Context: an optimization exercise on an open-source flow, tuned for small area and a short achievable clock period. The choices shown serve that exercise and are no tape-out recipe.
At most, simulation tests tie the RTL to the original design; equivalence was not proved.
Power figures rest on the tool's default switching activity, not on a simulated workload.

== the previous run ==
==> flow/design.v <==
module lzc54(input [53:0] x, output [5:0] n);
    wire [63:0] v = {x, 10'h3ff};    
    wire [31:0] z1;        
    wire [31:0] c1;        
    genvar i;
    generate
        for (i = 0; i < 32; i = i + 1) begin : l1
            assign z1[i] = ~(v[2*i+1] | v[2*i]);
            assign c1[i] = ~v[2*i+1];
        end
    endgenerate
    wire [15:0] z2; wire [31:0] c2;
    generate
        for (i = 0; i < 16; i = i + 1) begin : l2
            assign z2[i] = z1[2*i+1] & z1[2*i];
            assign c2[2*i+1:2*i] = z1[2*i+1] ? {1'b1, c1[2*i]} : {1'b0, c1[2*i+1]};
        end
    endgenerate
    wire [7:0] z3; wire [23:0] c3;
    generate
        for (i = 0; i < 8; i = i + 1) begin : l3
            assign z3[i] = z2[2*i+1] & z2[2*i];
            assign c3[3*i+2:3*i] = z2[2*i+1] ? {1'b1, c2[4*i+1:4*i]} : {1'b0, c2[4*i+3:4*i+2]};
        end
    endgenerate
    wire [3:0] z4; wire [15:0] c4;
    generate
        for (i = 0; i < 4; i = i + 1) begin : l4
            assign z4[i] = z3[2*i+1] & z3[2*i];
            assign c4[4*i+3:4*i] = z3[2*i+1] ? {1'b1, c3[6*i+2:6*i]} : {1'b0, c3[6*i+5:6*i+3]};
        end
    endgenerate
    wire [1:0] z5; wire [9:0] c5;
    generate
        for (i = 0; i < 2; i = i + 1) begin : l5
            assign z5[i] = z4[2*i+1] & z4[2*i];
            assign c5[5*i+4:5*i] = z4[2*i+1] ? {1'b1, c4[8*i+3:8*i]} : {1'b0, c4[8*i+7:8*i+4]};
        end
    endgenerate
    assign n = z5[1] ? {1'b1, c5[4:0]} : {1'b0, c5[9:5]};
endmodule
module pfx_add #(parameter N = 54, parameter KIND = 0) (input [N-1:0] x, input [N-1:0] y, input cin, output [N-1:0] s);
    localparam L = (N > 32) ? 6 : (N > 16) ? 5 : (N > 8) ? 4 : 3;   
    wire [N-1:0] g0 = x & y;
    wire [N-1:0] p0 = x ^ y;
    wire [N-1:0] G [0:L];
    wire [N-1:0] P [0:L];
    assign G[0] = {g0[N-1:1], g0[0] | (p0[0] & cin)};
    assign P[0] = p0;
    genvar l, i;
    generate
        if (KIND == 0) begin : sk   
            for (l = 0; l < L; l = l + 1) begin : lv
                for (i = 0; i < N; i = i + 1) begin : b
                    if ((i >> l) & 1) begin
                        localparam integer j = ((i >> l) << l) - 1;
                        assign G[l+1][i] = G[l][i] | (P[l][i] & G[l][j]);
                        assign P[l+1][i] = P[l][i] & P[l][j];
                    end else begin
                        assign G[l+1][i] = G[l][i];
                        assign P[l+1][i] = P[l][i];
                    end
                end
            end
        end else begin : ks   
            for (l = 0; l < L; l = l + 1) begin : lv
                for (i = 0; i < N; i = i + 1) begin : b
                    if (i >= (1 << l)) begin
                        assign G[l+1][i] = G[l][i] | (P[l][i] & G[l][i - (1 << l)]);
                        assign P[l+1][i] = P[l][i] & P[l][i - (1 << l)];
                    end else begin
                        assign G[l+1][i] = G[l][i];
                        assign P[l+1][i] = P[l][i];
                    end
                end
            end
        end
    endgenerate
    wire [N-1:0] c = {G[L][N-2:0], cin};
    assign s = p0 ^ c;
endmodule
module sigadd(input [53:0] x, input [53:0] y, input cin, output [53:0] sum);
    pfx_add #(.N(54), .KIND(0)) u_pfx(.x(x), .y(y), .cin(cin), .s(sum));
endmodule
module dfa_pre(
    input  [63:0] a, input [63:0] b,
    output        sx,         
    output [10:0] ex,         
    output [51:0] mx,         
    output [52:0] ty,         
    output [5:0]  dsh,        
    output        big,        
    output        sub,        
    output        tie,        
    output        hz,         
    output        lzero       
);
    wire [10:0] ea = a[62:52], eb = b[62:52];
    wire [11:0] dab = {1'b0, ea} - {1'b0, eb};
    wire [10:0] dba = eb - ea;
    wire        swe = dab[11];                  
    wire [10:0] d   = swe ? dba : dab[10:0];
    wire        mgt = b[51:0] > a[51:0];
    assign      tie = (ea == eb) & mgt;
    wire        az = ~|a[62:0], bz = ~|b[62:0];
    assign      hz  = az & bz;
    assign      sx  = swe ? b[63] : a[63];
    assign ex   = swe ? eb : ea;
    assign mx   = swe ? b[51:0] : a[51:0];
    assign ty   = swe ? {|ea, a[51:0]} : {|eb, b[51:0]};
    assign dsh  = d[5:0];
    assign big  = |d[10:6];
    assign sub  = a[63] ^ b[63];
    assign lzero = az | bz;
endmodule
module dfa_post(
    input         sx, input [10:0] ex, input [51:0] mx, input [52:0] ty,
    input  [5:0]  dsh, input big, input sub, input tie, input hz, input lzero,
    output [52:0] p,          
    output [1:0]  k,          
    output [11:0] se,         
    output        inf         
);
    wire        invx = sub & tie;               
    wire        invy = sub & ~tie;              
    wire        s1 = sx ^ (sub & (tie | hz));
    assign      inf = &ex;                      
    wire [52:0] tx = {|ex, mx};
    wire [52:0] t3 = ty >> (dsh | {6{big}});     
    wire [53:0] sum;
    sigadd u_add(.x({invx, tx ^ {53{invx}}}), .y({invy, t3 ^ {53{invy}}}), .cin(sub), .sum(sum));
    wire [5:0]  sh;
    lzc54 u_lzc(.x({sum[53], sum[52] | lzero, sum[51:0]}), .n(sh));
    wire        zres = sh[5] & sh[4] & sh[2] & sh[1];    
    wire [52:0] n5 = sh[5] ? {sum[20:0], 32'd0} : sum[52:0];
    wire [52:0] n4 = sh[4] ? {n5[36:0], 16'd0} : n5;
    wire [52:0] n3 = sh[3] ? {n4[44:0], 8'd0} : n4;
    assign      p  = sh[2] ? {n3[48:0], 4'd0} : n3;
    assign      k = sh[1:0];
    wire [10:0] e1p = ex + 11'd1;
    wire [4:0]  eh1 = e1p[10:6] - 5'd1;
    wire [6:0]  el  = {1'b0, e1p[5:0]} - {1'b0, sh};
    wire [10:0] e   = {el[6] ? eh1 : e1p[10:6], el[5:0]};
    assign se[11]   = ~inf & ~zres & s1;
    assign se[10:0] = inf ? 11'h7ff : (zres ? 11'd0 : e);
endmodule
module dfa_out(input [52:0] p, input [1:0] k, input inf, output [51:0] m);
    wire [52:0] q = p << k;
    assign m = {52{inf}} | q[52:1];
endmodule
module fp64_add(input clk, input [63:0] a, input [63:0] b, output [63:0] s);
    wire        sx_d, big_d, sub_d, tie_d, hz_d, lzero_d;
    wire [10:0] ex_d;
    wire [51:0] mx_d;
    wire [52:0] ty_d;
    wire [5:0]  dsh_d;
    reg         sx_q, big_q, sub_q, tie_q, hz_q, lzero_q;
    reg  [10:0] ex_q;
    reg  [51:0] mx_q;
    reg  [52:0] ty_q;
    reg  [5:0]  dsh_q;
    wire [52:0] p_d;
    wire [1:0]  k_d;
    wire [11:0] se_d;
    wire        inf_d;
    reg  [52:0] p_q;
    reg  [1:0]  k_q;
    reg  [11:0] se_q;
    reg         inf_q;
    dfa_pre  u_pre(.a(a), .b(b), .sx(sx_d), .ex(ex_d), .mx(mx_d), .ty(ty_d), .dsh(dsh_d), .big(big_d),
                   .sub(sub_d), .tie(tie_d), .hz(hz_d), .lzero(lzero_d));
    dfa_post u_post(.sx(sx_q), .ex(ex_q), .mx(mx_q), .ty(ty_q), .dsh(dsh_q), .big(big_q), .sub(sub_q),
                    .tie(tie_q), .hz(hz_q), .lzero(lzero_q), .p(p_d), .k(k_d), .se(se_d), .inf(inf_d));
    dfa_out  u_out(.p(p_q), .k(k_q), .inf(inf_q), .m(s[51:0]));
    assign s[63:52] = se_q;
    always @(posedge clk) begin
        sx_q    <= sx_d;
        ex_q    <= ex_d;
        mx_q    <= mx_d;
        ty_q    <= ty_d;
        dsh_q   <= dsh_d;
        big_q   <= big_d;
        sub_q   <= sub_d;
        tie_q   <= tie_d;
        hz_q    <= hz_d;
        lzero_q <= lzero_d;
        p_q     <= p_d;
        k_q     <= k_d;
        se_q    <= se_d;
        inf_q   <= inf_d;
    end
endmodule
export LEC_CHECK = 0
export CAP_MARGIN = 20
export CORE_MARGIN = 2
export CORE_UTILIZATION = 25
export SLEW_MARGIN = 20
create_clock -name core_clock -period 30.0 [get_ports {clk}]
standard.sh (not shown) runs the stock make flow with config.mk's settings and CLKGATE_MAP_FILE= SYNTH_SCRIPT=/design/flow/synth_recipe.tcl, a recipe that flattens the netlist after the stock synthesis.
==> flow/flow/run.sh <==
#!/bin/bash
# Layout flow: the standard flow with an area-oriented ABC mapping script
# (flow/abc.script replaces ORFS's abc_speed.script; registers unchanged),
# plain buffers on the ports, a denser floorplan, and timing repair that
# aims for setup slack of 21.5 ns at the design's clock.
set -euo pipefail
cp -r "$FLOW_HOME/scripts" scripts_mod
cp flow/abc.script scripts_mod/abc_speed.script
bash standard.sh SCRIPTS_DIR="$PWD/scripts_mod" \
  "BUFFER_PORTS_ARGS=-buffer_cell sky130_fd_sc_hd__buf_1" \
  CORE_UTILIZATION=45 SETUP_SLACK_MARGIN=21.5 CTS_BUF_LIST=sky130_fd_sc_hd__clkbuf_8 ADDER_MAP_FILE= finish > standard.log 2>&1
==> flow/flow/abc.script <==
strash
dch
map -a
topo
stime -c
Edits applied to the flow inputs when going from the previous run to the current run:
-- flow/design.v --
<<< the previous run, line 83
    pfx_add #(.N(54), .KIND(0)) u_pfx(.x(x), .y(y), .cin(cin), .s(sum));
endmodule
module dfa_pre(
    input  [63:0] a, input [63:0] b,
>>> the current run, line 83
    pfx_add #(.N(54), .KIND(0)) u_pfx(.x(x), .y(y), .cin(cin), .s(sum));
endmodule
module magcmp52(input [51:0] a, input [51:0] b, output gt);
    wire [63:0] g0 = {12'd0, b & ~a};
    wire [63:0] e0 = {12'hfff, ~(a ^ b)};
    wire [31:0] g1, e1;
    wire [15:0] g2, e2;
    wire [7:0]  g3, e3;
    wire [3:0]  g4, e4;
    wire [1:0]  g5, e5;
    genvar i;
    generate
        for (i = 0; i < 32; i = i + 1) begin : l1
            assign g1[i] = g0[2*i+1] | (e0[2*i+1] & g0[2*i]);
            assign e1[i] = e0[2*i+1] & e0[2*i];
        end
        for (i = 0; i < 16; i = i + 1) begin : l2
            assign g2[i] = g1[2*i+1] | (e1[2*i+1] & g1[2*i]);
            assign e2[i] = e1[2*i+1] & e1[2*i];
        end
        for (i = 0; i < 8; i = i + 1) begin : l3
            assign g3[i] = g2[2*i+1] | (e2[2*i+1] & g2[2*i]);
            assign e3[i] = e2[2*i+1] & e2[2*i];
        end
        for (i = 0; i < 4; i = i + 1) begin : l4
            assign g4[i] = g3[2*i+1] | (e3[2*i+1] & g3[2*i]);
            assign e4[i] = e3[2*i+1] & e3[2*i];
        end
        for (i = 0; i < 2; i = i + 1) begin : l5
            assign g5[i] = g4[2*i+1] | (e4[2*i+1] & g4[2*i]);
            assign e5[i] = e4[2*i+1] & e4[2*i];
        end
    endgenerate
    assign gt = g5[1] | (e5[1] & g5[0]);
endmodule
module dfa_pre(
    input  [63:0] a, input [63:0] b,
<<< the previous run, line 97
);
    wire [10:0] ea = a[62:52], eb = b[62:52];
    wire [11:0] dab = {1'b0, ea} - {1'b0, eb};
    wire [10:0] dba = eb - ea;
    wire        swe = dab[11];                  
    wire [10:0] d   = swe ? dba : dab[10:0];
    wire        mgt = b[51:0] > a[51:0];
    assign      tie = (ea == eb) & mgt;
    wire        az = ~|a[62:0], bz = ~|b[62:0];
>>> the current run, line 130
);
    wire [10:0] ea = a[62:52], eb = b[62:52];
    wire [11:0] dab, dba;
    pfx_add #(.N(12), .KIND(0)) u_dab(.x({1'b0, ea}), .y({1'b1, ~eb}), .cin(1'b1), .s(dab));
    pfx_add #(.N(12), .KIND(0)) u_dba(.x({1'b0, eb}), .y({1'b1, ~ea}), .cin(1'b1), .s(dba));
    wire        swe = dab[11];                  
    wire [10:0] d   = swe ? dba[10:0] : dab[10:0];
    wire        mgt;                            
    magcmp52 u_cmp(.a(a[51:0]), .b(b[51:0]), .gt(mgt));
    assign      tie = (ea == eb) & mgt;
    wire        az = ~|a[62:0], bz = ~|b[62:0];
<<< the previous run, line 133
    lzc54 u_lzc(.x({sum[53], sum[52] | lzero, sum[51:0]}), .n(sh));
    wire        zres = sh[5] & sh[4] & sh[2] & sh[1];    
    wire [52:0] n5 = sh[5] ? {sum[20:0], 32'd0} : sum[52:0];
    wire [52:0] n4 = sh[4] ? {n5[36:0], 16'd0} : n5;
    wire [52:0] n3 = sh[3] ? {n4[44:0], 8'd0} : n4;
    assign      p  = sh[2] ? {n3[48:0], 4'd0} : n3;
    assign      k = sh[1:0];
    wire [10:0] e1p = ex + 11'd1;
>>> the current run, line 168
    lzc54 u_lzc(.x({sum[53], sum[52] | lzero, sum[51:0]}), .n(sh));
    wire        zres = sh[5] & sh[4] & sh[2] & sh[1];    
    wire [53:0] nrm4 = sum << {sh[5:2], 2'b00};
    assign      p = nrm4[52:0];
    assign      k = sh[1:0];
    wire [10:0] e1p = ex + 11'd1;
Notes after the runs:
The current run went all the way through synthesis, placement and routing and the layout is clean on timing, DRC and antenna. The launch point of the worst path comes out b[53] in one run and a[3] in the other, namely in the current run and the previous run respectively. Min worst setup slack across the current run and the previous run: the previous run. Cmp the current run and the previous run / instance count on the critical path / lower: the previous run. [the current run vs the previous run] total design power: lower in the current run. Vias: the current run below the previous run. The current run vs the previous run — number of buffers other than clock buffers in the final layout rose 8. The current run vs the previous run, design area went down by about 1.8%. Looking at initial detailed-routing violation count, the current run sits 14 higher than the previous run does. Compared to the previous run, the routing of the current run uses less wire.
For the previous run, only the layout was checked, not whether the RTL still works.

-- separate check: timing with driven ports --
No port has a modelled driver above. Below, the same layouts with a new extraction and two added sets of constraints. Step 1 sets driving cells, clkbuf_16 on the clock port and buf_2 on the other inputs (assumed; they add their load-dependent delay and slew). Step 2 adds t to the input delays and takes it off the output delays; t is the mean of the earliest and latest rising clock arrival at the registers after step 1. Input paths then give back, and output paths get back, about the clock's delay inside the block. Three values: ideal, step 1, step 2; two values: the first two.
run	t (ns)	setup WS [ns]	slew at the worst register clock pin (ns)
the previous run	0.583	21.649 / 21.684 / 21.100	0.11 / 0.11
the current run	0.575	21.709 / 21.713 / 21.162	0.11 / 0.11
After both steps setup and hold are still met in every run listed. For the previous run, which loses most, drivers alone change the setup slack by +0.035 ns; drivers and shift together by -0.549 ns.
